What follows belongs to an exercise in optimizing a design on an open flow for small area, a short achievable clock period and few clock cycles per item; a production flow would make more cautious choices.
Where RTL was checked, it was by simulation tests only, not by an equivalence proof against the original.
No functional check of the RTL was part of run 2.
Power is estimated from default activity; no workload was simulated.

## flow/design.v (module list and top-level ports; edited modules follow where they fit)
// module control_fsm: 47 lines
// module processing_unit: 417 lines
// module max_pooling_layer_26x26: 10 lines
// module dense_rom: 1358 lines
// module dense_layer: 272 lines
// module cnn_top: 48 lines
module cnn_top(
    input clk,
    input reset,
    input start,
    output [9:0] img_addr,
    input  [7:0] img_pixel,
    output reg prediction,
    output reg done,
    output signed [31:0] score0,
    output signed [31:0] score1
);
  // ...
==> flow/flow/run.sh <==
#!/bin/bash
# The standard layout (standard.sh) with these make settings:
#  - timing repair aimed below the clock period: the resizer works on every
#    path with less than 11.7 ns of slack at the design's 16 ns clock;
#  - a clock tree without dummy loads: clkbuf_8 buffers, clusters of up to 18 sinks;
#  - half-adder cells added to the platform's don't-use list, so synthesis
#    extracts only full adders.
# Full tool output goes to standard.log (and ORFS's logs under orfs/logs).
bash standard.sh SETUP_SLACK_MARGIN=11.7 \
  "CTS_ARGS=-sink_clustering_enable -repair_clock_nets -dont_use_dummy_load -buf_list sky130_fd_sc_hd__clkbuf_8 -root_buf sky130_fd_sc_hd__clkbuf_16 -sink_clustering_size 18 -sink_clustering_max_diameter 60" \
  "DONT_USE_CELLS=sky130_fd_sc_hd__probe_p_8 sky130_fd_sc_hd__probec_p_8 sky130_fd_sc_hd__lpflow_bleeder_1 sky130_fd_sc_hd__lpflow_clkbufkapwr_1 sky130_fd_sc_hd__lpflow_clkbufkapwr_16 sky130_fd_sc_hd__lpflow_clkbufkapwr_2 sky130_fd_sc_hd__lpflow_clkbufkapwr_4 sky130_fd_sc_hd__lpflow_clkbufkapwr_8 sky130_fd_sc_hd__lpflow_clkinvkapwr_1 sky130_fd_sc_hd__lpflow_clkinvkapwr_16 sky130_fd_sc_hd__lpflow_clkinvkapwr_2 sky130_fd_sc_hd__lpflow_clkinvkapwr_4 sky130_fd_sc_hd__lpflow_clkinvkapwr_8 sky130_fd_sc_hd__lpflow_decapkapwr_12 sky130_fd_sc_hd__lpflow_decapkapwr_3 sky130_fd_sc_hd__lpflow_decapkapwr_4 sky130_fd_sc_hd__lpflow_decapkapwr_6 sky130_fd_sc_hd__lpflow_decapkapwr_8 sky130_fd_sc_hd__lpflow_inputiso0n_1 sky130_fd_sc_hd__lpflow_inputiso0p_1 sky130_fd_sc_hd__lpflow_inputiso1n_1 sky130_fd_sc_hd__lpflow_inputiso1p_1 sky130_fd_sc_hd__lpflow_inputisolatch_1 sky130_fd_sc_hd__lpflow_isobufsrc_1 sky130_fd_sc_hd__lpflow_isobufsrc_16 sky130_fd_sc_hd__lpflow_isobufsrc_2 sky130_fd_sc_hd__lpflow_isobufsrc_4 sky130_fd_sc_hd__lpflow_isobufsrc_8 sky130_fd_sc_hd__lpflow_isobufsrckapwr_16 sky130_fd_sc_hd__lpflow_lsbuf_lh_hl_isowell_tap_1 sky130_fd_sc_hd__lpflow_lsbuf_lh_hl_isowell_tap_2 sky130_fd_sc_hd__lpflow_lsbuf_lh_hl_isowell_tap_4 sky130_fd_sc_hd__lpflow_lsbuf_lh_isowell_4 sky130_fd_sc_hd__lpflow_lsbuf_lh_isowell_tap_1 sky130_fd_sc_hd__lpflow_lsbuf_lh_isowell_tap_2 sky130_fd_sc_hd__lpflow_lsbuf_lh_isowell_tap_4 sky130_fd_sc_hd__ha_1 sky130_fd_sc_hd__ha_2 sky130_fd_sc_hd__ha_4" \
  finish > standard.log 2>&1
==> flow/standard.sh <==
#!/bin/bash
# synth_recipe.tcl (not shown) runs the flow's synth.tcl, then flattens the netlist and writes it again
# the make line also repeats each setting of config.mk as NAME=value (left out here)
make -C /OpenROAD-flow-scripts/flow DESIGN_CONFIG=/design/flow/config.mk WORK_HOME=/design/flow/orfs CLKGATE_MAP_FILE= SYNTH_SCRIPT=/design/flow/synth_recipe.tcl "${@:-finish}"
==> flow/config.mk <==
export PLATFORM = sky130hd
export DESIGN_NAME = cnn_top
export DESIGN_NICKNAME = cnn_top
export VERILOG_FILES = /design/flow/design.v
export SDC_FILE = /design/flow/constraint.sdc
export NUM_CORES = 8
export LEC_CHECK = 0
export ABC_AREA = 1
export CAP_MARGIN = 20
export CORE_MARGIN = 2
export CORE_UTILIZATION = 40
export PLACE_DENSITY = 0.6
export SLEW_MARGIN = 20
export SYNTH_MEMORY_MAX_BITS = 65536
==> flow/constraint.sdc <==
create_clock -name core_clock -period 16.0 [get_ports {clk}]
set_input_delay 3.2000 -clock core_clock [delete_from_list [all_inputs] [get_ports {clk}]]
set_output_delay 3.2000 -clock core_clock [all_outputs]
set_load 0.01 [all_outputs]
==> run summary, run 1 <==
Non-clock buffering takes up 4.53% of total cell area after layout. The number of cells on the worst reg-to-reg path is 14. The fraction of synthesized area in multiplexers is 0.459%.

The startpoint identified for the worst register-to-register timing path is SEQ.i[2]$_SDFFE_PP0P_. Power comes to 3420 uW. The die is 232 microns wide. In the final layout, the multi-input gates occupy 10000 sq um.

The routed design could run at a clock period as short as 4280 ps. The number of hold-slack violations in the final timing report is 0. The clock root buffer is clkbuf_16.

The worst supply voltage drop on vdd came out at 134 uV. The startpoint-to-endpoint class of the critical path is reg2out. The sequential-cell power consumption is 1360 uW. Summed over all nets, the half-perimeter wirelength after detailed placement is 53200 microns.

Once layout is complete, the cells apart from fillers number 3165. The count of unresolved DRC violations after routing is 0. The power spent charging and discharging nets is 1280 uW.

Measured on the finished design, the core utilization comes to 44.9%. The placer congestion estimate came out at 1.09. The synthesis-to-layout area growth is 11.2%.

TritonCTS built the clock tree. No sink is reached through more buffers than the 3 on the longest clock path. The flow ran to the end and the layout has no timing, DRC or antenna violations.

At the pin with the least slew margin, the transition time is 948 ps. Setup repair after global routing could not meet its margin everywhere. The initial DRC count is 1439.

In the final design database the tool counted 2684 nets. The simple-gate share of the synthesized area is 14.8%. The worst slew margin relative to its limit is 36.0%. The tool flagged a number of max-cap violations equal to 0. After routing the design area is 23000 sq um.

The worst slack after detailed placement came out at 11690 ps. The clock network power consumption came out at 569 uW. The proportion of synthesized flip-flops having asynchronous set or reset came out at 0.709%.
Testbench counts, summed over its fixed seeds: cycles 32,760, items 36.
==> module processing_unit, before the edit <==
module processing_unit(
    input clk,
    input short_band,
    input ep,                    
    input en,                    
    input [7:0] pixel_in,
    output reg [15:0] conv
);
    localparam NDL = 28;
    localparam HB = 12;
    localparam HS = 10;
    reg [7:0] d [0:NDL-1];
    integer k;
    always @(posedge clk) begin
        d[0] <= pixel_in;
        for (k = 1; k < NDL; k = k + 1) d[k] <= d[k-1];
        if (short_band) d[2*HB-2] <= d[2*HS-3];
    end
    wire [7:0] y21 = ep ? d[0] : d[2*HB-2];
    wire [7:0] y11 = en ? d[2*HB] : d[2];
    wire [7:0] y01 = en ? d[2*HB+2] : d[4];
    wire [7:0] y20 = d[2*HB-1];
    wire [7:0] y10 = d[2*HB+1];
    wire [7:0] y00 = d[2*HB+3];
    wire [7:0] y12 = d[1];
    wire ca_1 = y20[2] ^ y20[4];
    wire ca_2 = y20[2] | y20[4];
    wire ca_3 = y20[3] ^ y20[5];
    wire ca_4 = y20[3] | y20[5];
    wire ca_5 = y10[1] ^ y00[0] ^ y00[7];
    wire ca_6 = (y10[1] & y00[0]) | (y10[1] & y00[7]) | (y00[0] & y00[7]);
    wire ca_7 = y20[4] ^ y20[6];
    wire ca_8 = y20[4] & y20[6];
    wire ca_9 = y20[0] ^ y20[2] ^ y20[3];
    wire ca_10 = (y20[0] & y20[2]) | (y20[0] & y20[3]) | (y20[2] & y20[3]);
    wire ca_11 = y20[1] ^ y20[3] ^ y20[4];
    wire ca_12 = (y20[1] & y20[3]) | (y20[1] & y20[4]) | (y20[3] & y20[4]);
    wire ca_13 = y10[3] ^ y00[5];
    wire ca_14 = y10[3] & y00[5];
    wire ca_15 = y20[5] ^ y10[4] ^ y00[6];
    wire ca_16 = (y20[5] & y10[4]) | (y20[5] & y00[6]) | (y10[4] & y00[6]);
    wire ca_17 = y21[0] ^ y21[2] ^ y21[4];
    wire ca_18 = (y21[0] & y21[2]) | (y21[0] & y21[4]) | (y21[2] & y21[4]);
    wire ca_19 = y10[0] ^ ca_1;
    wire ca_20 = y10[0] | ca_1;
    wire ca_21 = y20[6] ^ y10[5] ^ ca_2;
    wire ca_22 = (y20[6] & y10[5]) | (y20[6] & ca_2) | (y10[5] & ca_2);
    wire ca_23 = y21[1] ^ y21[3] ^ y21[5];
    wire ca_24 = (y21[1] & y21[3]) | (y21[1] & y21[5]) | (y21[3] & y21[5]);
    wire ca_25 = ca_3 ^ ca_5 ^ y21[7];
    wire ca_26 = (ca_3 & ca_5) | (ca_3 & y21[7]) | (ca_5 & y21[7]);
    wire ca_27 = y11[5] ^ y01[0];
    wire ca_28 = y11[5] | y01[0];
    wire ca_29 = y20[7] ^ y10[2] ^ y00[1];
    wire ca_30 = (y20[7] & y10[2]) | (y20[7] & y00[1]) | (y10[2] & y00[1]);
    wire ca_31 = y10[6] ^ ca_4 ^ ca_7;
    wire ca_32 = (y10[6] & ca_4) | (y10[6] & ca_7) | (ca_4 & ca_7);
    wire ca_33 = y21[2] ^ y21[4] ^ y21[6];
    wire ca_34 = (y21[2] & y21[4]) | (y21[2] & y21[6]) | (y21[4] & y21[6]);
    wire ca_35 = ca_6 ^ y11[6] ^ y01[1];
    wire ca_36 = (ca_6 & y11[6]) | (ca_6 & y01[1]) | (y11[6] & y01[1]);
    wire ca_37 = y20[5] ^ y20[7];
    wire ca_38 = y20[5] | ~y20[7];
    wire ca_39 = y10[3] ^ y10[7] ^ y00[2];
    wire ca_40 = (y10[3] & y10[7]) | (y10[3] & y00[2]) | (y10[7] & y00[2]);
    wire ca_41 = ca_8 ^ y21[3] ^ y21[5];
    wire ca_42 = (ca_8 & y21[3]) | (ca_8 & y21[5]) | (y21[3] & y21[5]);
    wire ca_43 = ~y11[7];
    wire ca_44 = y21[7] ^ ca_43 ^ y01[2];
    wire ca_45 = (y21[7] & ca_43) | (y21[7] & y01[2]) | (ca_43 & y01[2]);
    wire ca_46 = y20[6] ^ y10[4];
    wire ca_47 = y20[6] | ~y10[4];
    wire ca_48 = y21[4] ^ y00[3];
    wire ca_49 = y21[4] & ~y00[3];
    wire ca_50 = y20[7] ^ y10[5];
    wire ca_51 = y20[7] & y10[5];
    wire ca_52 = y20[0] ^ y20[1];
    wire ca_53 = y20[0] | y20[1];
    wire ca_54 = y10[0] ^ y00[2];
    wire ca_55 = y10[0] & y00[2];
    wire ca_56 = y20[1] ^ y20[2] ^ y10[1];
    wire ca_57 = (y20[1] & y20[2]) | (y20[1] & y10[1]) | (y20[2] & y10[1]);
    wire ca_58 = y00[3] ^ y21[1] ^ y21[3];
    wire ca_59 = (y00[3] & y21[1]) | (y00[3] & y21[3]) | (y21[1] & y21[3]);
    wire ca_60 = y10[2] ^ y00[4] ^ ca_9;
    wire ca_61 = (y10[2] & y00[4]) | (y10[2] & ca_9) | (y00[4] & ca_9);
    wire ca_62 = y21[0] ^ y21[2] ^ y21[4];
    wire ca_63 = (y21[0] & y21[2]) | (y21[0] & y21[4]) | (y21[2] & y21[4]);
    wire ca_64 = y01[0] ^ y11[2];
    wire ca_65 = y01[0] & ~y11[2];
    wire ca_66 = ca_13 ^ ca_10 ^ ca_11;
    wire ca_67 = (ca_13 & ca_10) | (ca_13 & ca_11) | (ca_10 & ca_11);
    wire ca_68 = y21[1] ^ y21[3] ^ y21[5];
    wire ca_69 = (y21[1] & y21[3]) | (y21[1] & y21[5]) | (y21[3] & y21[5]);
    wire ca_70 = ~y11[3];
    wire ca_71 = ca_70 ^ y01[1] ^ y01[5];
    wire ca_72 = (ca_70 & y01[1]) | (ca_70 & y01[5]) | (y01[1] & y01[5]);
    wire ca_73 = ca_14 ^ ca_12 ^ ca_15;
    wire ca_74 = (ca_14 & ca_12) | (ca_14 & ca_15) | (ca_12 & ca_15);
    wire ca_75 = ca_19 ^ y21[6] ^ y01[2];
    wire ca_76 = (ca_19 & y21[6]) | (ca_19 & y01[2]) | (y21[6] & y01[2]);
    wire ca_77 = ~y11[4];
    wire ca_78 = ca_77 ^ y01[6] ^ ca_17;
    wire ca_79 = (ca_77 & y01[6]) | (ca_77 & ca_17) | (y01[6] & ca_17);
    wire ca_80 = ca_16 ^ y01[3] ^ ca_21;
    wire ca_81 = (ca_16 & y01[3]) | (ca_16 & ca_21) | (y01[3] & ca_21);
    wire ca_82 = ca_27 ^ ca_18 ^ ca_23;
    wire ca_83 = (ca_27 & ca_18) | (ca_27 & ca_23) | (ca_18 & ca_23);
    wire ca_84 = ca_20 ^ y01[7] ^ ca_25;
    wire ca_85 = (ca_20 & y01[7]) | (ca_20 & ca_25) | (y01[7] & ca_25);
    wire ca_86 = ca_22 ^ y01[4] ^ ca_31;
    wire ca_87 = (ca_22 & y01[4]) | (ca_22 & ca_31) | (y01[4] & ca_31);
    wire ca_88 = ca_29 ^ ca_28 ^ ca_26;
    wire ca_89 = (ca_29 & ca_28) | (ca_29 & ca_26) | (ca_28 & ca_26);
    wire ca_90 = ~ca_35;
    wire ca_91 = ca_24 ^ ca_33 ^ ca_90;
    wire ca_92 = (ca_24 & ca_33) | (ca_24 & ca_90) | (ca_33 & ca_90);
    wire ca_93 = ca_37 ^ ca_32 ^ y01[5];
    wire ca_94 = (ca_37 & ca_32) | (ca_37 & y01[5]) | (ca_32 & y01[5]);
    wire ca_95 = ca_30 ^ ca_39 ^ ca_36;
    wire ca_96 = (ca_30 & ca_39) | (ca_30 & ca_36) | (ca_39 & ca_36);
    wire ca_97 = ~ca_44;
    wire ca_98 = ca_34 ^ ca_41 ^ ca_97;
    wire ca_99 = (ca_34 & ca_41) | (ca_34 & ca_97) | (ca_41 & ca_97);
    wire ca_100 = ca_38 ^ ca_46 ^ y21[6];
    wire ca_101 = (ca_38 & ca_46) | (ca_38 & y21[6]) | (ca_46 & y21[6]);
    wire ca_102 = ca_40 ^ y01[3] ^ ca_48;
    wire ca_103 = (ca_40 & y01[3]) | (ca_40 & ca_48) | (y01[3] & ca_48);
    wire ca_104 = ~ca_45;
    wire ca_105 = y01[6] ^ ca_42 ^ ca_104;
    wire ca_106 = (y01[6] & ca_42) | (y01[6] & ca_104) | (ca_42 & ca_104);
    wire ca_107 = ~ca_47;
    wire ca_108 = y00[4] ^ ca_107 ^ ca_50;
    wire ca_109 = (y00[4] & ca_107) | (y00[4] & ca_50) | (ca_107 & ca_50);
    wire ca_110 = y21[7] ^ y01[4] ^ y01[7];
    wire ca_111 = (y21[7] & y01[4]) | (y21[7] & y01[7]) | (y01[4] & y01[7]);
    wire ca_112 = y21[5] ^ ca_49;
    wire ca_113 = y21[5] & ca_49;
    wire ca_114 = y10[6] ^ y00[5];
    wire ca_115 = y10[6] & y00[5];
    wire ca_116 = y21[6] ^ ca_51;
    wire ca_117 = y21[6] & ~ca_51;
    wire ca_118 = ca_54 ^ y21[0] ^ y21[2];
    wire ca_119 = (ca_54 & y21[0]) | (ca_54 & y21[2]) | (y21[0] & y21[2]);
    wire ca_120 = ca_53 ^ ca_55 ^ ca_56;
    wire ca_121 = (ca_53 & ca_55) | (ca_53 & ca_56) | (ca_55 & ca_56);
    wire ca_122 = y01[3] ^ y11[1];
    wire ca_123 = y01[3] & ~y11[1];
    wire ca_124 = ca_57 ^ y01[4] ^ ca_60;
    wire ca_125 = (ca_57 & y01[4]) | (ca_57 & ca_60) | (y01[4] & ca_60);
    wire ca_126 = ~ca_64;
    wire ca_127 = ca_126 ^ ca_59 ^ ca_62;
    wire ca_128 = (ca_126 & ca_59) | (ca_126 & ca_62) | (ca_59 & ca_62);
    wire ca_129 = ca_61 ^ ca_65 ^ ca_66;
    wire ca_130 = (ca_61 & ca_65) | (ca_61 & ca_66) | (ca_65 & ca_66);
    wire ca_131 = ca_63 ^ ca_68 ^ ca_71;
    wire ca_132 = (ca_63 & ca_68) | (ca_63 & ca_71) | (ca_68 & ca_71);
    wire ca_133 = ca_67 ^ ca_73 ^ ca_69;
    wire ca_134 = (ca_67 & ca_73) | (ca_67 & ca_69) | (ca_73 & ca_69);
    wire ca_135 = ca_72 ^ ca_75 ^ ca_78;
    wire ca_136 = (ca_72 & ca_75) | (ca_72 & ca_78) | (ca_75 & ca_78);
    wire ca_137 = ca_74 ^ ca_76 ^ ca_80;
    wire ca_138 = (ca_74 & ca_76) | (ca_74 & ca_80) | (ca_76 & ca_80);
    wire ca_139 = ~ca_84;
    wire ca_140 = ca_79 ^ ca_82 ^ ca_139;
    wire ca_141 = (ca_79 & ca_82) | (ca_79 & ca_139) | (ca_82 & ca_139);
    wire ca_142 = ca_81 ^ ca_86 ^ ca_83;
    wire ca_143 = (ca_81 & ca_86) | (ca_81 & ca_83) | (ca_86 & ca_83);
    wire ca_144 = ~ca_91;
    wire ca_145 = ca_85 ^ ca_88 ^ ca_144;
    wire ca_146 = (ca_85 & ca_88) | (ca_85 & ca_144) | (ca_88 & ca_144);
    wire ca_147 = ca_87 ^ ca_93 ^ ca_92;
    wire ca_148 = (ca_87 & ca_93) | (ca_87 & ca_92) | (ca_93 & ca_92);
    wire ca_149 = ~ca_98;
    wire ca_150 = ca_89 ^ ca_95 ^ ca_149;
    wire ca_151 = (ca_89 & ca_95) | (ca_89 & ca_149) | (ca_95 & ca_149);
    wire ca_152 = ca_94 ^ ca_100 ^ ca_99;
    wire ca_153 = (ca_94 & ca_100) | (ca_94 & ca_99) | (ca_100 & ca_99);
    wire ca_154 = ~ca_105;
    wire ca_155 = ca_102 ^ ca_96 ^ ca_154;
    wire ca_156 = (ca_102 & ca_96) | (ca_102 & ca_154) | (ca_96 & ca_154);
    wire ca_157 = ca_108 ^ ca_110 ^ ca_103;
    wire ca_158 = (ca_108 & ca_110) | (ca_108 & ca_103) | (ca_110 & ca_103);
    wire ca_159 = ca_101 ^ ca_112 ^ ca_106;
    wire ca_160 = (ca_101 & ca_112) | (ca_101 & ca_106) | (ca_112 & ca_106);
    wire ca_161 = ca_114 ^ ca_109 ^ y01[5];
    wire ca_162 = (ca_114 & ca_109) | (ca_114 & y01[5]) | (ca_109 & y01[5]);
    wire ca_163 = ~ca_113;
    wire ca_164 = ca_116 ^ ca_111 ^ ca_163;
    wire ca_165 = (ca_116 & ca_111) | (ca_116 & ca_163) | (ca_111 & ca_163);
    wire ca_166 = ~y10[7];
    wire ca_167 = ca_166 ^ y00[6] ^ ca_115;
    wire ca_168 = (ca_166 & y00[6]) | (ca_166 & ca_115) | (y00[6] & ca_115);
    wire ca_169 = ~ca_117;
    wire ca_170 = y21[7] ^ y01[6] ^ ca_169;
    wire ca_171 = (y21[7] & y01[6]) | (y21[7] & ca_169) | (y01[6] & ca_169);
    wire ca_172 = y20[0] ^ y00[1];
    wire ca_173 = y20[0] & y00[1];
    wire ca_174 = ~y01[2];
    wire ca_175 = ca_52 ^ y11[0] ^ ca_174;
    wire ca_176 = (ca_52 & y11[0]) | (ca_52 & ca_174) | (y11[0] & ca_174);
    wire ca_177 = ca_120 ^ ca_119 ^ ca_58;
    wire ca_178 = (ca_120 & ca_119) | (ca_120 & ca_58) | (ca_119 & ca_58);
    wire ca_179 = ca_121 ^ ca_123 ^ ca_124;
    wire ca_180 = (ca_121 & ca_123) | (ca_121 & ca_124) | (ca_123 & ca_124);
    wire ca_181 = ca_125 ^ ca_129 ^ ca_128;
    wire ca_182 = (ca_125 & ca_129) | (ca_125 & ca_128) | (ca_129 & ca_128);
    wire ca_183 = ca_130 ^ ca_133 ^ ca_132;
    wire ca_184 = (ca_130 & ca_133) | (ca_130 & ca_132) | (ca_133 & ca_132);
    wire ca_185 = ca_134 ^ ca_137 ^ ca_136;
    wire ca_186 = (ca_134 & ca_137) | (ca_134 & ca_136) | (ca_137 & ca_136);
    wire ca_187 = ca_138 ^ ca_142 ^ ca_141;
    wire ca_188 = (ca_138 & ca_142) | (ca_138 & ca_141) | (ca_142 & ca_141);
    wire ca_189 = ~ca_146;
    wire ca_190 = ca_143 ^ ca_147 ^ ca_189;
    wire ca_191 = (ca_143 & ca_147) | (ca_143 & ca_189) | (ca_147 & ca_189);
    wire ca_192 = ~ca_155;
    wire ca_193 = ca_148 ^ ca_152 ^ ca_192;
    wire ca_194 = (ca_148 & ca_152) | (ca_148 & ca_192) | (ca_152 & ca_192);
    wire ca_195 = ~ca_157;
    wire ca_196 = ca_195 ^ ca_153 ^ ca_159;
    wire ca_197 = (ca_195 & ca_153) | (ca_195 & ca_159) | (ca_153 & ca_159);
    wire ca_198 = ca_161 ^ ca_164 ^ ca_158;
    wire ca_199 = (ca_161 & ca_164) | (ca_161 & ca_158) | (ca_164 & ca_158);
    wire ca_200 = ca_167 ^ ca_162 ^ ca_170;
    wire ca_201 = (ca_167 & ca_162) | (ca_167 & ca_170) | (ca_162 & ca_170);
    wire ca_202 = ~ca_168;
    wire ca_203 = y00[7] ^ ca_202 ^ y01[7];
    wire ca_204 = (y00[7] & ca_202) | (y00[7] & y01[7]) | (ca_202 & y01[7]);
    wire ca_205 = y00[0] ^ y21[0];
    wire ca_206 = y00[0] & y21[0];
    wire ca_207 = ca_172 ^ y21[1] ^ y01[1];
    wire ca_208 = (ca_172 & y21[1]) | (ca_172 & y01[1]) | (y21[1] & y01[1]);
    wire ca_209 = ~ca_175;
    wire ca_210 = ca_173 ^ ca_118 ^ ca_209;
    wire ca_211 = (ca_173 & ca_118) | (ca_173 & ca_209) | (ca_118 & ca_209);
    wire ca_212 = ~ca_177;
    wire ca_213 = ca_122 ^ ca_176 ^ ca_212;
    wire ca_214 = (ca_122 & ca_176) | (ca_122 & ca_212) | (ca_176 & ca_212);
    wire ca_215 = ca_178 ^ ca_127 ^ ca_179;
    wire ca_216 = (ca_178 & ca_127) | (ca_178 & ca_179) | (ca_127 & ca_179);
    wire ca_217 = ca_131 ^ ca_180 ^ ca_181;
    wire ca_218 = (ca_131 & ca_180) | (ca_131 & ca_181) | (ca_180 & ca_181);
    wire ca_219 = ca_182 ^ ca_183 ^ ca_135;
    wire ca_220 = (ca_182 & ca_183) | (ca_182 & ca_135) | (ca_183 & ca_135);
    wire ca_221 = ca_184 ^ ca_140 ^ ca_185;
    wire ca_222 = (ca_184 & ca_140) | (ca_184 & ca_185) | (ca_140 & ca_185);
    wire ca_223 = ~ca_145;
    wire ca_224 = ca_223 ^ ca_186 ^ ca_187;
    wire ca_225 = (ca_223 & ca_186) | (ca_223 & ca_187) | (ca_186 & ca_187);
    wire ca_226 = ~ca_150;
    wire ca_227 = ca_226 ^ ca_188 ^ ca_190;
    wire ca_228 = (ca_226 & ca_188) | (ca_226 & ca_190) | (ca_188 & ca_190);
    wire ca_229 = ~ca_151;
    wire ca_230 = ca_229 ^ ca_191 ^ ca_193;
    wire ca_231 = (ca_229 & ca_191) | (ca_229 & ca_193) | (ca_191 & ca_193);
    wire ca_232 = ~ca_156;
    wire ca_233 = ca_232 ^ ca_196 ^ ca_194;
    wire ca_234 = (ca_232 & ca_196) | (ca_232 & ca_194) | (ca_196 & ca_194);
    wire ca_235 = ~ca_198;
    wire ca_236 = ca_160 ^ ca_235 ^ ca_197;
    wire ca_237 = (ca_160 & ca_235) | (ca_160 & ca_197) | (ca_235 & ca_197);
    wire ca_238 = ca_165 ^ ca_200 ^ ca_199;
    wire ca_239 = (ca_165 & ca_200) | (ca_165 & ca_199) | (ca_200 & ca_199);
    wire ca_240 = ~ca_203;
    wire ca_241 = ca_240 ^ ca_171 ^ ca_201;
    wire ca_242 = (ca_240 & ca_171) | (ca_240 & ca_201) | (ca_171 & ca_201);
    reg [15:0] ps, pc;
    always @(posedge clk) begin
        ps <= {ca_204, ca_241, ca_238, ca_236, ca_231, ca_228, ca_225, ca_222, ca_220, ca_218, ca_216, ca_214, ca_211, ca_208, ca_206, y01[0]};
        pc <= {ca_242, ca_239, ca_237, ca_234, ca_233, ca_230, ca_227, ca_224, ca_221, ca_219, ca_217, ca_215, ca_213, ca_210, ca_207, ca_205};
    end
    wire [7:0] x22 = d[0];
    wire [7:0] x12 = d[2];
    wire cb_1 = x22[2] ^ x22[0];
    wire cb_2 = x22[2] | ~x22[0];
    wire cb_3 = x22[3] ^ x12[1] ^ ps[5];
    wire cb_4 = (x22[3] & x12[1]) | (x22[3] & ps[5]) | (x12[1] & ps[5]);
    wire cb_5 = x22[4] ^ x12[2] ^ ps[6];
    wire cb_6 = (x22[4] & x12[2]) | (x22[4] & ps[6]) | (x12[2] & ps[6]);
    wire cb_7 = x22[0] ^ x22[3];
    wire cb_8 = x22[0] | ~x22[3];
    wire cb_9 = x22[5] ^ x22[7] ^ x12[3];
    wire cb_10 = (x22[5] & x22[7]) | (x22[5] & x12[3]) | (x22[7] & x12[3]);
    wire cb_11 = x22[1] ^ x22[6] ^ x12[4];
    wire cb_12 = (x22[1] & x22[6]) | (x22[1] & x12[4]) | (x22[6] & x12[4]);
    wire cb_13 = x12[7] ^ x22[4];
    wire cb_14 = x12[7] & ~x22[4];
    wire cb_15 = x22[2] ^ x12[5] ^ ps[9];
    wire cb_16 = (x22[2] & x12[5]) | (x22[2] & ps[9]) | (x12[5] & ps[9]);
    wire cb_17 = x22[3] ^ x22[6];
    wire cb_18 = x22[3] | ~x22[6];
    wire cb_19 = x22[4] ^ x22[7];
    wire cb_20 = x22[4] | x22[7];
    wire cb_21 = x22[1] ^ x12[0];
    wire cb_22 = x22[1] & x12[0];
    wire cb_23 = x22[0] ^ ps[2] ^ pc[2];
    wire cb_24 = (x22[0] & ps[2]) | (x22[0] & pc[2]) | (ps[2] & pc[2]);
    wire cb_25 = x22[3] ^ x12[2] ^ pc[3];
    wire cb_26 = (x22[3] & x12[2]) | (x22[3] & pc[3]) | (x12[2] & pc[3]);
    wire cb_27 = x22[4] ^ x12[3] ^ ps[4];
    wire cb_28 = (x22[4] & x12[3]) | (x22[4] & ps[4]) | (x12[3] & ps[4]);
    wire cb_29 = x12[0] ^ pc[4];
    wire cb_30 = x12[0] & pc[4];
    wire cb_31 = x22[1] ^ x22[5] ^ x12[4];
    wire cb_32 = (x22[1] & x22[5]) | (x22[1] & x12[4]) | (x22[5] & x12[4]);
    wire cb_33 = pc[5] ^ cb_2 ^ cb_3;
    wire cb_34 = (pc[5] & cb_2) | (pc[5] & cb_3) | (cb_2 & cb_3);
    wire cb_35 = x22[2] ^ x22[6] ^ x12[5];
    wire cb_36 = (x22[2] & x22[6]) | (x22[2] & x12[5]) | (x22[6] & x12[5]);
    wire cb_37 = pc[6] ^ cb_4 ^ cb_5;
    wire cb_38 = (pc[6] & cb_4) | (pc[6] & cb_5) | (cb_4 & cb_5);
    wire cb_39 = ps[7] ^ pc[7] ^ cb_7;
    wire cb_40 = (ps[7] & pc[7]) | (ps[7] & cb_7) | (pc[7] & cb_7);
    wire cb_41 = ~x12[6];
    wire cb_42 = cb_41 ^ cb_6 ^ cb_9;
    wire cb_43 = (cb_41 & cb_6) | (cb_41 & cb_9) | (cb_6 & cb_9);
    wire cb_44 = ps[8] ^ pc[8] ^ cb_8;
    wire cb_45 = (ps[8] & pc[8]) | (ps[8] & cb_8) | (pc[8] & cb_8);
    wire cb_46 = ~cb_13;
    wire cb_47 = cb_46 ^ cb_10 ^ cb_11;
    wire cb_48 = (cb_46 & cb_10) | (cb_46 & cb_11) | (cb_10 & cb_11);
    wire cb_49 = ~pc[9];
    wire cb_50 = x22[5] ^ x22[7] ^ cb_49;
    wire cb_51 = (x22[5] & x22[7]) | (x22[5] & cb_49) | (x22[7] & cb_49);
    wire cb_52 = cb_14 ^ cb_12 ^ cb_15;
    wire cb_53 = (cb_14 & cb_12) | (cb_14 & cb_15) | (cb_12 & cb_15);
    wire cb_54 = x12[6] ^ ps[10] ^ pc[10];
    wire cb_55 = (x12[6] & ps[10]) | (x12[6] & pc[10]) | (ps[10] & pc[10]);
    wire cb_56 = cb_17 ^ cb_16;
    wire cb_57 = cb_17 & cb_16;
    wire cb_58 = ps[11] ^ pc[11] ^ cb_18;
    wire cb_59 = (ps[11] & pc[11]) | (ps[11] & cb_18) | (pc[11] & cb_18);
    wire cb_60 = x12[7] ^ cb_19;
    wire cb_61 = x12[7] | cb_19;
    wire cb_62 = x22[5] ^ ps[12] ^ pc[12];
    wire cb_63 = (x22[5] & ps[12]) | (x22[5] & pc[12]) | (ps[12] & pc[12]);
    wire cb_64 = x22[6] ^ ps[13];
    wire cb_65 = x22[6] | ~ps[13];
    wire cb_66 = ps[0] ^ x22[0];
    wire cb_67 = ps[0] | ~x22[0];
    wire cb_68 = ps[1] ^ pc[1];
    wire cb_69 = ps[1] & pc[1];
    wire cb_70 = x22[2] ^ x12[1] ^ cb_22;
    wire cb_71 = (x22[2] & x12[1]) | (x22[2] & cb_22) | (x12[1] & cb_22);
    wire cb_72 = x22[1] ^ ps[3] ^ cb_24;
    wire cb_73 = (x22[1] & ps[3]) | (x22[1] & cb_24) | (ps[3] & cb_24);
    wire cb_74 = ~cb_26;
    wire cb_75 = cb_29 ^ cb_1 ^ cb_74;
    wire cb_76 = (cb_29 & cb_1) | (cb_29 & cb_74) | (cb_1 & cb_74);
    wire cb_77 = ~cb_30;
    wire cb_78 = cb_77 ^ cb_28 ^ cb_31;
    wire cb_79 = (cb_77 & cb_28) | (cb_77 & cb_31) | (cb_28 & cb_31);
    wire cb_80 = ~cb_34;
    wire cb_81 = cb_32 ^ cb_35 ^ cb_80;
    wire cb_82 = (cb_32 & cb_35) | (cb_32 & cb_80) | (cb_35 & cb_80);
    wire cb_83 = cb_39 ^ cb_38 ^ cb_42;
    wire cb_84 = (cb_39 & cb_38) | (cb_39 & cb_42) | (cb_38 & cb_42);
    wire cb_85 = cb_40 ^ cb_44 ^ cb_43;
    wire cb_86 = (cb_40 & cb_44) | (cb_40 & cb_43) | (cb_44 & cb_43);
    wire cb_87 = cb_45 ^ cb_48 ^ cb_52;
    wire cb_88 = (cb_45 & cb_48) | (cb_45 & cb_52) | (cb_48 & cb_52);
    wire cb_89 = cb_54 ^ cb_56 ^ cb_53;
    wire cb_90 = (cb_54 & cb_56) | (cb_54 & cb_53) | (cb_56 & cb_53);
    wire cb_91 = cb_55 ^ cb_60 ^ cb_57;
    wire cb_92 = (cb_55 & cb_60) | (cb_55 & cb_57) | (cb_60 & cb_57);
    wire cb_93 = cb_20 ^ cb_62 ^ cb_59;
    wire cb_94 = (cb_20 & cb_62) | (cb_20 & cb_59) | (cb_62 & cb_59);
    wire cb_95 = pc[13] ^ cb_64;
    wire cb_96 = pc[13] & cb_64;
    wire cb_97 = x22[7] ^ ps[14] ^ pc[14];
    wire cb_98 = (x22[7] & ps[14]) | (x22[7] & pc[14]) | (ps[14] & pc[14]);
    wire cb_99 = ps[15] ^ pc[15];
    wire cb_100 = ps[15] | ~pc[15];
    wire cb_101 = cb_67 ^ cb_68;
    wire cb_102 = cb_67 & cb_68;
    wire cb_103 = ~cb_70;
    wire cb_104 = cb_69 ^ cb_23 ^ cb_103;
    wire cb_105 = (cb_69 & cb_23) | (cb_69 & cb_103) | (cb_23 & cb_103);
    wire cb_106 = ~cb_72;
    wire cb_107 = cb_25 ^ cb_71 ^ cb_106;
    wire cb_108 = (cb_25 & cb_71) | (cb_25 & cb_106) | (cb_71 & cb_106);
    wire cb_109 = ~cb_27;
    wire cb_110 = cb_109 ^ cb_73 ^ cb_75;
    wire cb_111 = (cb_109 & cb_73) | (cb_109 & cb_75) | (cb_73 & cb_75);
    wire cb_112 = ~cb_78;
    wire cb_113 = cb_76 ^ cb_112 ^ cb_33;
    wire cb_114 = (cb_76 & cb_112) | (cb_76 & cb_33) | (cb_112 & cb_33);
    wire cb_115 = ~cb_37;
    wire cb_116 = cb_79 ^ cb_115 ^ cb_81;
    wire cb_117 = (cb_79 & cb_115) | (cb_79 & cb_81) | (cb_115 & cb_81);
    wire cb_118 = ~cb_83;
    wire cb_119 = cb_36 ^ cb_82 ^ cb_118;
    wire cb_120 = (cb_36 & cb_82) | (cb_36 & cb_118) | (cb_82 & cb_118);
    wire cb_121 = cb_47 ^ cb_84 ^ cb_85;
    wire cb_122 = (cb_47 & cb_84) | (cb_47 & cb_85) | (cb_84 & cb_85);
    wire cb_123 = ~cb_50;
    wire cb_124 = cb_123 ^ cb_86 ^ cb_87;
    wire cb_125 = (cb_123 & cb_86) | (cb_123 & cb_87) | (cb_86 & cb_87);
    wire cb_126 = ~cb_51;
    wire cb_127 = cb_126 ^ cb_88 ^ cb_89;
    wire cb_128 = (cb_126 & cb_88) | (cb_126 & cb_89) | (cb_88 & cb_89);
    wire cb_129 = cb_58 ^ cb_91 ^ cb_90;
    wire cb_130 = (cb_58 & cb_91) | (cb_58 & cb_90) | (cb_91 & cb_90);
    wire cb_131 = ~cb_61;
    wire cb_132 = cb_131 ^ cb_92 ^ cb_93;
    wire cb_133 = (cb_131 & cb_92) | (cb_131 & cb_93) | (cb_92 & cb_93);
    wire cb_134 = cb_63 ^ cb_95 ^ cb_94;
    wire cb_135 = (cb_63 & cb_95) | (cb_63 & cb_94) | (cb_95 & cb_94);
    wire cb_136 = ~cb_97;
    wire cb_137 = cb_65 ^ cb_96 ^ cb_136;
    wire cb_138 = (cb_65 & cb_96) | (cb_65 & cb_136) | (cb_96 & cb_136);
    wire cb_139 = cb_99 ^ cb_98;
    wire cb_140 = cb_99 & ~cb_98;
    always @(posedge clk)
        conv <= {~cb_139, cb_137, cb_133, cb_132, cb_128, cb_125, cb_122, cb_121, ~cb_117, cb_114, cb_111, ~cb_108, cb_105, cb_102, ~cb_21, pc[0]} + {cb_138, cb_135, cb_134, cb_130, cb_129, cb_127, cb_124, ~cb_120, ~cb_119, ~cb_116, cb_113, cb_110, ~cb_107, cb_104, cb_101, cb_66};
endmodule
==> run 2, diff against run 1 <==
--- a/flow/design.v
+++ b/flow/design.v
@@ -321,148 +321,150 @@
     end
     wire [7:0] x22 = d[0];
     wire [7:0] x12 = d[2];
-    wire cb_1 = x22[2] ^ x22[0];
-    wire cb_2 = x22[2] | ~x22[0];
-    wire cb_3 = x22[3] ^ x12[1] ^ ps[5];
-    wire cb_4 = (x22[3] & x12[1]) | (x22[3] & ps[5]) | (x12[1] & ps[5]);
-    wire cb_5 = x22[4] ^ x12[2] ^ ps[6];
-    wire cb_6 = (x22[4] & x12[2]) | (x22[4] & ps[6]) | (x12[2] & ps[6]);
-    wire cb_7 = x22[0] ^ x22[3];
-    wire cb_8 = x22[0] | ~x22[3];
-    wire cb_9 = x22[5] ^ x22[7] ^ x12[3];
-    wire cb_10 = (x22[5] & x22[7]) | (x22[5] & x12[3]) | (x22[7] & x12[3]);
-    wire cb_11 = x22[1] ^ x22[6] ^ x12[4];
-    wire cb_12 = (x22[1] & x22[6]) | (x22[1] & x12[4]) | (x22[6] & x12[4]);
-    wire cb_13 = x12[7] ^ x22[4];
-    wire cb_14 = x12[7] & ~x22[4];
-    wire cb_15 = x22[2] ^ x12[5] ^ ps[9];
-    wire cb_16 = (x22[2] & x12[5]) | (x22[2] & ps[9]) | (x12[5] & ps[9]);
-    wire cb_17 = x22[3] ^ x22[6];
-    wire cb_18 = x22[3] | ~x22[6];
-    wire cb_19 = x22[4] ^ x22[7];
-    wire cb_20 = x22[4] | x22[7];
-    wire cb_21 = x22[1] ^ x12[0];
-    wire cb_22 = x22[1] & x12[0];
-    wire cb_23 = x22[0] ^ ps[2] ^ pc[2];
-    wire cb_24 = (x22[0] & ps[2]) | (x22[0] & pc[2]) | (ps[2] & pc[2]);
-    wire cb_25 = x22[3] ^ x12[2] ^ pc[3];
-    wire cb_26 = (x22[3] & x12[2]) | (x22[3] & pc[3]) | (x12[2] & pc[3]);
-    wire cb_27 = x22[4] ^ x12[3] ^ ps[4];
-    wire cb_28 = (x22[4] & x12[3]) | (x22[4] & ps[4]) | (x12[3] & ps[4]);
-    wire cb_29 = x12[0] ^ pc[4];
-    wire cb_30 = x12[0] & pc[4];
-    wire cb_31 = x22[1] ^ x22[5] ^ x12[4];
-    wire cb_32 = (x22[1] & x22[5]) | (x22[1] & x12[4]) | (x22[5] & x12[4]);
-    wire cb_33 = pc[5] ^ cb_2 ^ cb_3;
-    wire cb_34 = (pc[5] & cb_2) | (pc[5] & cb_3) | (cb_2 & cb_3);
-    wire cb_35 = x22[2] ^ x22[6] ^ x12[5];
-    wire cb_36 = (x22[2] & x22[6]) | (x22[2] & x12[5]) | (x22[6] & x12[5]);
-    wire cb_37 = pc[6] ^ cb_4 ^ cb_5;
-    wire cb_38 = (pc[6] & cb_4) | (pc[6] & cb_5) | (cb_4 & cb_5);
-    wire cb_39 = ps[7] ^ pc[7] ^ cb_7;
-    wire cb_40 = (ps[7] & pc[7]) | (ps[7] & cb_7) | (pc[7] & cb_7);
-    wire cb_41 = ~x12[6];
-    wire cb_42 = cb_41 ^ cb_6 ^ cb_9;
-    wire cb_43 = (cb_41 & cb_6) | (cb_41 & cb_9) | (cb_6 & cb_9);
-    wire cb_44 = ps[8] ^ pc[8] ^ cb_8;
-    wire cb_45 = (ps[8] & pc[8]) | (ps[8] & cb_8) | (pc[8] & cb_8);
-    wire cb_46 = ~cb_13;
-    wire cb_47 = cb_46 ^ cb_10 ^ cb_11;
-    wire cb_48 = (cb_46 & cb_10) | (cb_46 & cb_11) | (cb_10 & cb_11);
-    wire cb_49 = ~pc[9];
-    wire cb_50 = x22[5] ^ x22[7] ^ cb_49;
-    wire cb_51 = (x22[5] & x22[7]) | (x22[5] & cb_49) | (x22[7] & cb_49);
-    wire cb_52 = cb_14 ^ cb_12 ^ cb_15;
-    wire cb_53 = (cb_14 & cb_12) | (cb_14 & cb_15) | (cb_12 & cb_15);
-    wire cb_54 = x12[6] ^ ps[10] ^ pc[10];
-    wire cb_55 = (x12[6] & ps[10]) | (x12[6] & pc[10]) | (ps[10] & pc[10]);
-    wire cb_56 = cb_17 ^ cb_16;
-    wire cb_57 = cb_17 & cb_16;
-    wire cb_58 = ps[11] ^ pc[11] ^ cb_18;
-    wire cb_59 = (ps[11] & pc[11]) | (ps[11] & cb_18) | (pc[11] & cb_18);
-    wire cb_60 = x12[7] ^ cb_19;
-    wire cb_61 = x12[7] | cb_19;
-    wire cb_62 = x22[5] ^ ps[12] ^ pc[12];
-    wire cb_63 = (x22[5] & ps[12]) | (x22[5] & pc[12]) | (ps[12] & pc[12]);
-    wire cb_64 = x22[6] ^ ps[13];
-    wire cb_65 = x22[6] | ~ps[13];
-    wire cb_66 = ps[0] ^ x22[0];
-    wire cb_67 = ps[0] | ~x22[0];
-    wire cb_68 = ps[1] ^ pc[1];
-    wire cb_69 = ps[1] & pc[1];
-    wire cb_70 = x22[2] ^ x12[1] ^ cb_22;
-    wire cb_71 = (x22[2] & x12[1]) | (x22[2] & cb_22) | (x12[1] & cb_22);
-    wire cb_72 = x22[1] ^ ps[3] ^ cb_24;
-    wire cb_73 = (x22[1] & ps[3]) | (x22[1] & cb_24) | (ps[3] & cb_24);
-    wire cb_74 = ~cb_26;
-    wire cb_75 = cb_29 ^ cb_1 ^ cb_74;
-    wire cb_76 = (cb_29 & cb_1) | (cb_29 & cb_74) | (cb_1 & cb_74);
-    wire cb_77 = ~cb_30;
-    wire cb_78 = cb_77 ^ cb_28 ^ cb_31;
-    wire cb_79 = (cb_77 & cb_28) | (cb_77 & cb_31) | (cb_28 & cb_31);
-    wire cb_80 = ~cb_34;
-    wire cb_81 = cb_32 ^ cb_35 ^ cb_80;
-    wire cb_82 = (cb_32 & cb_35) | (cb_32 & cb_80) | (cb_35 & cb_80);
-    wire cb_83 = cb_39 ^ cb_38 ^ cb_42;
-    wire cb_84 = (cb_39 & cb_38) | (cb_39 & cb_42) | (cb_38 & cb_42);
-    wire cb_85 = cb_40 ^ cb_44 ^ cb_43;
-    wire cb_86 = (cb_40 & cb_44) | (cb_40 & cb_43) | (cb_44 & cb_43);
-    wire cb_87 = cb_45 ^ cb_48 ^ cb_52;
-    wire cb_88 = (cb_45 & cb_48) | (cb_45 & cb_52) | (cb_48 & cb_52);
-    wire cb_89 = cb_54 ^ cb_56 ^ cb_53;
-    wire cb_90 = (cb_54 & cb_56) | (cb_54 & cb_53) | (cb_56 & cb_53);
-    wire cb_91 = cb_55 ^ cb_60 ^ cb_57;
-    wire cb_92 = (cb_55 & cb_60) | (cb_55 & cb_57) | (cb_60 & cb_57);
-    wire cb_93 = cb_20 ^ cb_62 ^ cb_59;
-    wire cb_94 = (cb_20 & cb_62) | (cb_20 & cb_59) | (cb_62 & cb_59);
-    wire cb_95 = pc[13] ^ cb_64;
-    wire cb_96 = pc[13] & cb_64;
-    wire cb_97 = x22[7] ^ ps[14] ^ pc[14];
-    wire cb_98 = (x22[7] & ps[14]) | (x22[7] & pc[14]) | (ps[14] & pc[14]);
-    wire cb_99 = ps[15] ^ pc[15];
-    wire cb_100 = ps[15] | ~pc[15];
-    wire cb_101 = cb_67 ^ cb_68;
-    wire cb_102 = cb_67 & cb_68;
-    wire cb_103 = ~cb_70;
-    wire cb_104 = cb_69 ^ cb_23 ^ cb_103;
-    wire cb_105 = (cb_69 & cb_23) | (cb_69 & cb_103) | (cb_23 & cb_103);
-    wire cb_106 = ~cb_72;
-    wire cb_107 = cb_25 ^ cb_71 ^ cb_106;
-    wire cb_108 = (cb_25 & cb_71) | (cb_25 & cb_106) | (cb_71 & cb_106);
-    wire cb_109 = ~cb_27;
-    wire cb_110 = cb_109 ^ cb_73 ^ cb_75;
-    wire cb_111 = (cb_109 & cb_73) | (cb_109 & cb_75) | (cb_73 & cb_75);
-    wire cb_112 = ~cb_78;
-    wire cb_113 = cb_76 ^ cb_112 ^ cb_33;
-    wire cb_114 = (cb_76 & cb_112) | (cb_76 & cb_33) | (cb_112 & cb_33);
-    wire cb_115 = ~cb_37;
-    wire cb_116 = cb_79 ^ cb_115 ^ cb_81;
-    wire cb_117 = (cb_79 & cb_115) | (cb_79 & cb_81) | (cb_115 & cb_81);
-    wire cb_118 = ~cb_83;
-    wire cb_119 = cb_36 ^ cb_82 ^ cb_118;
-    wire cb_120 = (cb_36 & cb_82) | (cb_36 & cb_118) | (cb_82 & cb_118);
-    wire cb_121 = cb_47 ^ cb_84 ^ cb_85;
-    wire cb_122 = (cb_47 & cb_84) | (cb_47 & cb_85) | (cb_84 & cb_85);
-    wire cb_123 = ~cb_50;
-    wire cb_124 = cb_123 ^ cb_86 ^ cb_87;
-    wire cb_125 = (cb_123 & cb_86) | (cb_123 & cb_87) | (cb_86 & cb_87);
-    wire cb_126 = ~cb_51;
-    wire cb_127 = cb_126 ^ cb_88 ^ cb_89;
-    wire cb_128 = (cb_126 & cb_88) | (cb_126 & cb_89) | (cb_88 & cb_89);
-    wire cb_129 = cb_58 ^ cb_91 ^ cb_90;
-    wire cb_130 = (cb_58 & cb_91) | (cb_58 & cb_90) | (cb_91 & cb_90);
-    wire cb_131 = ~cb_61;
-    wire cb_132 = cb_131 ^ cb_92 ^ cb_93;
-    wire cb_133 = (cb_131 & cb_92) | (cb_131 & cb_93) | (cb_92 & cb_93);
-    wire cb_134 = cb_63 ^ cb_95 ^ cb_94;
-    wire cb_135 = (cb_63 & cb_95) | (cb_63 & cb_94) | (cb_95 & cb_94);
-    wire cb_136 = ~cb_97;
-    wire cb_137 = cb_65 ^ cb_96 ^ cb_136;
-    wire cb_138 = (cb_65 & cb_96) | (cb_65 & cb_136) | (cb_96 & cb_136);
-    wire cb_139 = cb_99 ^ cb_98;
-    wire cb_140 = cb_99 & ~cb_98;
+    wire cb_1 = ps[0] ^ x22[0];
+    wire cb_2 = ps[0] | ~x22[0];
+    wire cb_3 = x22[1] ^ x12[0];
+    wire cb_4 = x22[1] & x12[0];
+    wire cb_5 = ps[1] ^ pc[1] ^ cb_2;
+    wire cb_6 = (ps[1] & pc[1]) | (ps[1] & cb_2) | (pc[1] & cb_2);
+    wire cb_7 = x22[0] ^ ps[2] ^ pc[2];
+    wire cb_8 = (x22[0] & ps[2]) | (x22[0] & pc[2]) | (ps[2] & pc[2]);
+    wire cb_9 = x22[2] ^ x12[1] ^ cb_4;
+    wire cb_10 = (x22[2] & x12[1]) | (x22[2] & cb_4) | (x12[1] & cb_4);
+    wire cb_11 = ~cb_9;
+    wire cb_12 = cb_7 ^ cb_6 ^ cb_11;
+    wire cb_13 = (cb_7 & cb_6) | (cb_7 & cb_11) | (cb_6 & cb_11);
+    wire cb_14 = x22[3] ^ x12[2] ^ pc[3];
+    wire cb_15 = (x22[3] & x12[2]) | (x22[3] & pc[3]) | (x12[2] & pc[3]);
+    wire cb_16 = x22[1] ^ ps[3] ^ cb_8;
+    wire cb_17 = (x22[1] & ps[3]) | (x22[1] & cb_8) | (ps[3] & cb_8);
+    wire cb_18 = ~cb_16;
+    wire cb_19 = cb_14 ^ cb_10 ^ cb_18;
+    wire cb_20 = (cb_14 & cb_10) | (cb_14 & cb_18) | (cb_10 & cb_18);
+    wire cb_21 = x22[2] ^ x22[0];
+    wire cb_22 = x22[2] | ~x22[0];
+    wire cb_23 = x22[4] ^ x12[3] ^ ps[4];
+    wire cb_24 = (x22[4] & x12[3]) | (x22[4] & ps[4]) | (x12[3] & ps[4]);
+    wire cb_25 = x12[0] ^ pc[4] ^ cb_21;
+    wire cb_26 = (x12[0] & pc[4]) | (x12[0] & cb_21) | (pc[4] & cb_21);
+    wire cb_27 = ~cb_25;
+    wire cb_28 = cb_15 ^ cb_23 ^ cb_27;
+    wire cb_29 = (cb_15 & cb_23) | (cb_15 & cb_27) | (cb_23 & cb_27);
+    wire cb_30 = ~cb_17;
+    wire cb_31 = cb_30 ^ cb_28 ^ cb_20;
+    wire cb_32 = (cb_30 & cb_28) | (cb_30 & cb_20) | (cb_28 & cb_20);
+    wire cb_33 = x22[3] ^ x12[1] ^ ps[5];
+    wire cb_34 = (x22[3] & x12[1]) | (x22[3] & ps[5]) | (x12[1] & ps[5]);
+    wire cb_35 = x22[1] ^ x22[5] ^ x12[4];
+    wire cb_36 = (x22[1] & x22[5]) | (x22[1] & x12[4]) | (x22[5] & x12[4]);
+    wire cb_37 = pc[5] ^ cb_22 ^ cb_33;
+    wire cb_38 = (pc[5] & cb_22) | (pc[5] & cb_33) | (cb_22 & cb_33);
+    wire cb_39 = ~cb_26;
+    wire cb_40 = cb_24 ^ cb_35 ^ cb_39;
+    wire cb_41 = (cb_24 & cb_35) | (cb_24 & cb_39) | (cb_35 & cb_39);
+    wire cb_42 = ~cb_37;
+    wire cb_43 = cb_42 ^ cb_29 ^ cb_40;
+    wire cb_44 = (cb_42 & cb_29) | (cb_42 & cb_40) | (cb_29 & cb_40);
+    wire cb_45 = x22[4] ^ x12[2] ^ ps[6];
+    wire cb_46 = (x22[4] & x12[2]) | (x22[4] & ps[6]) | (x12[2] & ps[6]);
+    wire cb_47 = x22[2] ^ x22[6] ^ x12[5];
+    wire cb_48 = (x22[2] & x22[6]) | (x22[2] & x12[5]) | (x22[6] & x12[5]);
+    wire cb_49 = pc[6] ^ cb_34 ^ cb_45;
+    wire cb_50 = (pc[6] & cb_34) | (pc[6] & cb_45) | (cb_34 & cb_45);
+    wire cb_51 = cb_36 ^ cb_47 ^ cb_41;
+    wire cb_52 = (cb_36 & cb_47) | (cb_36 & cb_41) | (cb_47 & cb_41);
+    wire cb_53 = ~cb_44;
+    wire cb_54 = cb_38 ^ cb_49 ^ cb_53;
+    wire cb_55 = (cb_38 & cb_49) | (cb_38 & cb_53) | (cb_49 & cb_53);
+    wire cb_56 = x22[0] ^ x22[3];
+    wire cb_57 = x22[0] | ~x22[3];
+    wire cb_58 = x22[5] ^ x22[7] ^ x12[3];
+    wire cb_59 = (x22[5] & x22[7]) | (x22[5] & x12[3]) | (x22[7] & x12[3]);
+    wire cb_60 = ps[7] ^ pc[7] ^ cb_56;
+    wire cb_61 = (ps[7] & pc[7]) | (ps[7] & cb_56) | (pc[7] & cb_56);
+    wire cb_62 = ~cb_46;
+    wire cb_63 = x12[6] ^ cb_62 ^ cb_48;
+    wire cb_64 = (x12[6] & cb_62) | (x12[6] & cb_48) | (cb_62 & cb_48);
+    wire cb_65 = cb_58 ^ cb_60 ^ cb_50;
+    wire cb_66 = (cb_58 & cb_60) | (cb_58 & cb_50) | (cb_60 & cb_50);
+    wire cb_67 = ~cb_65;
+    wire cb_68 = cb_63 ^ cb_67 ^ cb_52;
+    wire cb_69 = (cb_63 & cb_67) | (cb_63 & cb_52) | (cb_67 & cb_52);
+    wire cb_70 = x22[1] ^ x22[6] ^ x12[4];
+    wire cb_71 = (x22[1] & x22[6]) | (x22[1] & x12[4]) | (x22[6] & x12[4]);
+    wire cb_72 = x12[7] ^ ps[8] ^ pc[8];
+    wire cb_73 = (x12[7] & ps[8]) | (x12[7] & pc[8]) | (ps[8] & pc[8]);
+    wire cb_74 = cb_57 ^ cb_59 ^ cb_70;
+    wire cb_75 = (cb_57 & cb_59) | (cb_57 & cb_70) | (cb_59 & cb_70);
+    wire cb_76 = cb_72 ^ cb_61 ^ cb_74;
+    wire cb_77 = (cb_72 & cb_61) | (cb_72 & cb_74) | (cb_61 & cb_74);
+    wire cb_78 = ~cb_66;
+    wire cb_79 = x22[4] ^ cb_64 ^ cb_78;
+    wire cb_80 = (x22[4] & cb_64) | (x22[4] & cb_78) | (cb_64 & cb_78);
+    wire cb_81 = ~cb_76;
+    wire cb_82 = cb_81 ^ cb_79 ^ cb_69;
+    wire cb_83 = (cb_81 & cb_79) | (cb_81 & cb_69) | (cb_79 & cb_69);
+    wire cb_84 = x22[2] ^ x12[5] ^ ps[9];
+    wire cb_85 = (x22[2] & x12[5]) | (x22[2] & ps[9]) | (x12[5] & ps[9]);
+    wire cb_86 = ~pc[9];
+    wire cb_87 = x22[5] ^ x22[7] ^ cb_86;
+    wire cb_88 = (x22[5] & x22[7]) | (x22[5] & cb_86) | (x22[7] & cb_86);
+    wire cb_89 = cb_71 ^ cb_73 ^ cb_84;
+    wire cb_90 = (cb_71 & cb_73) | (cb_71 & cb_84) | (cb_73 & cb_84);
+    wire cb_91 = ~cb_87;
+    wire cb_92 = cb_91 ^ cb_75 ^ cb_89;
+    wire cb_93 = (cb_91 & cb_75) | (cb_91 & cb_89) | (cb_75 & cb_89);
+    wire cb_94 = ~cb_80;
+    wire cb_95 = cb_77 ^ cb_92 ^ cb_94;
+    wire cb_96 = (cb_77 & cb_92) | (cb_77 & cb_94) | (cb_92 & cb_94);
+    wire cb_97 = x22[3] ^ x22[6];
+    wire cb_98 = x22[3] | ~x22[6];
+    wire cb_99 = x12[6] ^ ps[10] ^ pc[10];
+    wire cb_100 = (x12[6] & ps[10]) | (x12[6] & pc[10]) | (ps[10] & pc[10]);
+    wire cb_101 = cb_97 ^ cb_85 ^ cb_99;
+    wire cb_102 = (cb_97 & cb_85) | (cb_97 & cb_99) | (cb_85 & cb_99);
+    wire cb_103 = ~cb_88;
+    wire cb_104 = cb_103 ^ cb_90 ^ cb_101;
+    wire cb_105 = (cb_103 & cb_90) | (cb_103 & cb_101) | (cb_90 & cb_101);
+    wire cb_106 = cb_93 ^ cb_104 ^ cb_96;
+    wire cb_107 = (cb_93 & cb_104) | (cb_93 & cb_96) | (cb_104 & cb_96);
+    wire cb_108 = x22[4] ^ x22[7];
+    wire cb_109 = x22[4] | x22[7];
+    wire cb_110 = ps[11] ^ pc[11] ^ cb_98;
+    wire cb_111 = (ps[11] & pc[11]) | (ps[11] & cb_98) | (pc[11] & cb_98);
+    wire cb_112 = ~cb_100;
+    wire cb_113 = x12[7] ^ cb_108 ^ cb_112;
+    wire cb_114 = (x12[7] & cb_108) | (x12[7] & cb_112) | (cb_108 & cb_112);
+    wire cb_115 = ~cb_113;
+    wire cb_116 = cb_110 ^ cb_102 ^ cb_115;
+    wire cb_117 = (cb_110 & cb_102) | (cb_110 & cb_115) | (cb_102 & cb_115);
+    wire cb_118 = cb_105 ^ cb_116 ^ cb_107;
+    wire cb_119 = (cb_105 & cb_116) | (cb_105 & cb_107) | (cb_116 & cb_107);
+    wire cb_120 = x22[5] ^ ps[12] ^ pc[12];
+    wire cb_121 = (x22[5] & ps[12]) | (x22[5] & pc[12]) | (ps[12] & pc[12]);
+    wire cb_122 = cb_109 ^ cb_120 ^ cb_111;
+    wire cb_123 = (cb_109 & cb_120) | (cb_109 & cb_111) | (cb_120 & cb_111);
+    wire cb_124 = ~cb_114;
+    wire cb_125 = cb_124 ^ cb_122 ^ cb_117;
+    wire cb_126 = (cb_124 & cb_122) | (cb_124 & cb_117) | (cb_122 & cb_117);
+    wire cb_127 = x22[6] ^ ps[13];
+    wire cb_128 = x22[6] | ~ps[13];
+    wire cb_129 = pc[13] ^ cb_127 ^ cb_121;
+    wire cb_130 = (pc[13] & cb_127) | (pc[13] & cb_121) | (cb_127 & cb_121);
+    wire cb_131 = cb_129 ^ cb_123 ^ cb_126;
+    wire cb_132 = (cb_129 & cb_123) | (cb_129 & cb_126) | (cb_123 & cb_126);
+    wire cb_133 = x22[7] ^ ps[14] ^ pc[14];
+    wire cb_134 = (x22[7] & ps[14]) | (x22[7] & pc[14]) | (ps[14] & pc[14]);
+    wire cb_135 = ~cb_133;
+    wire cb_136 = cb_128 ^ cb_135 ^ cb_130;
+    wire cb_137 = (cb_128 & cb_135) | (cb_128 & cb_130) | (cb_135 & cb_130);
+    wire cb_138 = ps[15] ^ pc[15];
+    wire cb_139 = ps[15] | ~pc[15];
+    wire cb_140 = ~cb_134;
+    wire cb_141 = cb_138 ^ cb_140 ^ cb_137;
+    wire cb_142 = (cb_138 & cb_140) | (cb_138 & cb_137) | (cb_140 & cb_137);
     always @(posedge clk)
-        conv <= {~cb_139, cb_137, cb_133, cb_132, cb_128, cb_125, cb_122, cb_121, ~cb_117, cb_114, cb_111, ~cb_108, cb_105, cb_102, ~cb_21, pc[0]} + {cb_138, cb_135, cb_134, cb_130, cb_129, cb_127, cb_124, ~cb_120, ~cb_119, ~cb_116, cb_113, cb_110, ~cb_107, cb_104, cb_101, cb_66};
+        conv <= {cb_141, cb_136, cb_131, cb_125, cb_118, cb_106, cb_95, ~cb_82, ~cb_68, ~cb_51, ~cb_43, ~cb_31, cb_13, cb_12, ~cb_3, pc[0]} + {1'b0, cb_132, 1'b0, cb_119, 1'b0, 1'b0, ~cb_83, 1'b0, cb_55, cb_54, ~cb_32, 1'b0, ~cb_19, 1'b0, cb_5, cb_1};
 endmodule
 `timescale 1ns / 1ps
 module max_pooling_layer_26x26(
==> run 2 against run 1 <==
Against the previous run:
- still clean on timing, DRC and antenna
- count of clock-buffer cells in the layout decreased by 3
- critical path depth increased by 11
- utilization decreased by 0.082 points
- register-to-register slack got worse by 160 ps
- critical endpoint is now DENSE.wr0[0]$_SDFF_PN0_
- largest power group unchanged
- highest routed layer is now met5
==> run summary, run 2 <==
The die is 231 microns tall. Together, buffers and inverters on the worst path number 3. In this run the standard cell core region covers 51100 sq um.

The total global-route track usage is 28.4%. The average footprint of a synthesized cell is 8.91 sq um. The placer congestion estimate came out at 1.03 (-5.3%). For this design, the slowest cell found on the critical path is nor2_1. For this configuration, the core starts out at a cell density of 40.3%. The worst setup skew after layout came out at 65.3 ps. In the layout the commonest cells are 430 x inv_1, 338 x dfxtp_1, 304 x nand2_1.

The proportion of synthesized flip-flops having asynchronous set or reset came to 0.709% (unchanged). The total of max-cap violations is 0 (unchanged). The share of the core filled with cells in the final layout came out at 44.8% (-0.082 points). The fraction of synthesized area in multiplexers came out at 0.262% (-0.20 points). The cell family contributing the most delay on the critical path is simple AND/OR/NAND/NOR gates. The number of distinct library cells after synthesis is 61. The startpoint-to-endpoint class of the critical path is reg2reg. The max-slew violation count came to 0. In the synthesized netlist, the cells that appear most often are 431 x inv_1, 404 x dfxtp_1, 305 x nand2_1, 263 x nor2_1, 192 x fa_1. The register with the most flip-flops in the layout has 224 of them. More flip-flops sit in one register than any other, and that register is CONV.d. Setup repair after global routing could not meet its margin everywhere. Entering global routing, the biggest net connects 61 pins.

The layout has 5157 filler cells. The number of clock buffers added by TritonCTS is 35. Counting every instance in the synthesized netlist gives 2308.

Walking the worst path, the cells encountered are buf_4 -> inv_2 -> nand2_1 -> nor2_1 -> inv_1 -> nor2_1 -> o21ai_0 -> or2_2 -> o2111ai_1 -> o31ai_1 -> nand2_1 -> a21oi_1. The worst slew margin relative to its limit came out at 23.2% (-13 points). The simple-gate share of the synthesized area is 14.6% (-0.19 points). Sequential elements use 42.0% of the synthesized area. The net count after synthesis came out at 2511.

The largest single stage delay on the critical path is 790 ps. After synthesis, the cell types taking the most area are dfxtp_1 39%, fa_1 19%, inv_1 7.9%, nand2_1 5.6%, nor2_1 4.8%. The post-synthesis compound-gate area fraction is 10.8%. From synthesis to final layout, the design area changed by 11.3%.

The insertion delay to the later sink of the worst-skew pair came out at 560 ps. The number of setup violations in the final report is 0. The fraction of layout cells with a size suffix above 1 came out at 13.1%. The xor/xnor share of the synthesized area came out at 3.75%. The average detailed-routed wire length per instance is 24.0 microns.

The slew at the pin closest to its max-slew limit came to 1120 ps (+175 ps). The post-route clock period utilization came out at 27.0%. Input and output buffers added on the ports amount to 86. The maximum achievable frequency came out at 0.232 GHz. The primary flip-flop cell chosen by synthesis mapping is dfxtp_1.

The worst setup path is launched from a flip-flop. The largest registers in the layout are CONV.d x224, DENSE.acc0 x28, DENSE.acc1 x28. Of all nets on the critical path, the largest fanout is 20. The initial DRC count came out at 1316 (-8.5%). Counting every sink on the clock net gives 423.

In this run the core area contains 83 standard-cell rows. The worst supply voltage drop on vdd came to 133 uV (-1.1%). The power per cell area came out at 158 nW/um^2.

The total detailed-routing wirelength is 74600 microns. The number of nets with antenna violations after detailed routing is 0. The clock slew seen by the registers of the worst setup and hold paths came out at 90 ps. The via count of the first global-routing pass is 16600.

The final layout net count is 2634 (-1.9%). In the post-synthesis netlist, the cell with the most instances is inv_1. For this design the top-level I/O count stands at 87. The worst setup path is captured at a flip-flop.

The tightest min-delay check is of the reg2reg type. The final global-route overflow total is 0. The register bit count reported by yosys is 423. The die area is 53200 sq um. The number of antenna violations at the first check in global routing came to 5.

The first-pass GRT wire length came out at 110000 microns. The H-tree generated during clock tree synthesis spans 2 levels. The analysis attributes to cell leakage a power of 0.0106 uW. For the final routed database, the setup TNS stands at 0 ps. Summed over its instances, the top area cell type makes up 39.3% of the synthesized netlist area. The number of enable flip-flop cells after synthesis is 16. The total power of the final layout was 3610 uW (+5.5%). The via count is 16300.

The length of the first detailed-routing pass in iterations is 6. For the worst setup path, the data arrival time is 4740 ps. The run finished with no timing, DRC or antenna violations.

The count of unresolved DRC violations after routing is 0 (unchanged). The TritonCTS clock tree is built. The clock root buffer is clkbuf_16. The buffer levels on the longest clock path is 3 (unchanged). The total half-perimeter wirelength after legalization and detailed placement is 58200 microns (+9.4%).

The area share of fa/ha/maj cells after synthesis came out at 18.8%. Of all cell types, the one taking the most synthesized area is dfxtp_1. The number of hold-slack violations in the final timing report came out at 0 (unchanged). After clock tree synthesis, the flow added hold-fix buffers numbering 0.

The synthesis warning total came out at 6. The horizontal extent of the die is 231 microns (-0.35%). Leaving out fill and tap cells, the most frequent cell in the layout is inv_1. The cell area after technology mapping came out at 20600 sq um.

By area, the combinational part of the netlist is dominated by adder cells. STA puts the critical path data required time at 16420 ps. The vias per cell came out at 5.23. The clock period minus worst slack came out at 4320 ps (+38.9 ps).
## run 2: cell types whose count changed after synthesis, moves of 7 or more
cell / delta
inv_1: -18
nor2_1: -12
nand2_1: -20
nand4_1: +7
## run 2: repair_timing
action	CTS	global route
buffers inserted	37	5
endpoints found under the hold margin	0	0
endpoints found under the setup margin	80	28
resized for setup	388	23
## run 2: power breakdown
group          total, uW  switching, uW  internal, uW
Sequential          1370           88.3          1280
Clock                552            326           226
Combinational       1680            971           713
Total               3610           1390          2220
## run 2: path summary, 6_finish.rpt
path                                        from                       to  slack (ps)  cells past startpoint
max                        SEQ.m[2]$_SDFFE_PP0P_  DENSE.wr0[0]$_SDFF_PN0_       11680                     12
min                        CONV.d[13][5]$_DFF_P_    CONV.d[14][5]$_DFF_P_         310                      0
max reg2reg                SEQ.m[2]$_SDFFE_PP0P_  DENSE.wr0[0]$_SDFF_PN0_       11680                     12
min reg2reg                CONV.d[13][5]$_DFF_P_    CONV.d[14][5]$_DFF_P_         310                      0
max in group asynchronous                  reset           init$_DFF_PP0_       13000                      2
min in group asynchronous                  reset         done$_DFFE_PP0P_        2850                      2
## run 2: kinds of logic after synthesis
group                      after synthesis
muxes                                    5
xor gates and xnor gates                88
adders and majority gates              195
buffers and inverters                  519
DFF                                    423
and+or+nand+nor                        714
AOI/OAI and AO/OA                      364
## run 2: layout make-up
| cell class | instances | area (sq um) | area share (%) |
|---|---|---|---|
| diodes | 2 | 5.00 | 0.0219 |
| multi-input cells | 1366 | 9960 | 43.5 |
| clock buffers | 35 | 538 | 2.35 |
| flip-flops and latches | 423 | 8750 | 38.2 |
| inverters | 450 | 1690 | 7.39 |
| repair buffers | 155 | 1090 | 4.76 |
| well taps | 680 | 851 | 3.72 |
## run 2: worst reg2reg max path: cells and delay by family (launching register included)
family / cells / cell delay, ps
buffers and inverters: 3 / 1100
AO/OA/AOI/OAI: 4 / 500
AND/OR/NAND/NOR: 5 / 2350
flip-flops: 1 / 300
## run 2: through the flow
stage          cells  hold slack, ps  setup slack (ps)  instance area [sq um]
6_report        3111             308             11680                  22900
3_5_place_dp    3032             312             11620                  22200
2_1_floorplan   2308             310             12100                  20600
5_1_grt         3109             317             11590                  22900
3_3_place_gp    3032             310             11350                  22200
4_1_cts         3104             309             11630                  22800
## run 2: per-layer routing
layer / GRT usage, % / wire length, microns
met5: 0 / 13
met4: 9.35 / 2670
met1: 39.2 / 33000
met3: 5.78 / 5750
met2: 44.5 / 33100

static timing again, ports no longer ideal:
The flow's constraints put no driver on any port. The routed layouts listed below were extracted and timed again, unchanged, in two steps. Step 1: set_driving_cell puts a clkbuf_16 on clk and a buf_2 on each other input, an assumption about the parent block. Step 2 times the ports against the registers' clock, not the clock port: input delays grow and output delays shrink by t, the midpoint of the rising clock arrivals with the driver on. Three values: ideal ports, drivers, drivers and shift; two values: the first two.
run | t, ns | setup WS [ns] | slew at the worst register clock pin (ns) | cell pins on the clock port's net
run 1 | 0.561 | 11.722 / 11.660 / 11.840 | 0.11 / 0.11 | 1
run 2 | 0.580 | 11.683 / 11.645 / 11.683 | 0.11 / 0.11 | 1
After both steps setup and hold are still met in every run listed.
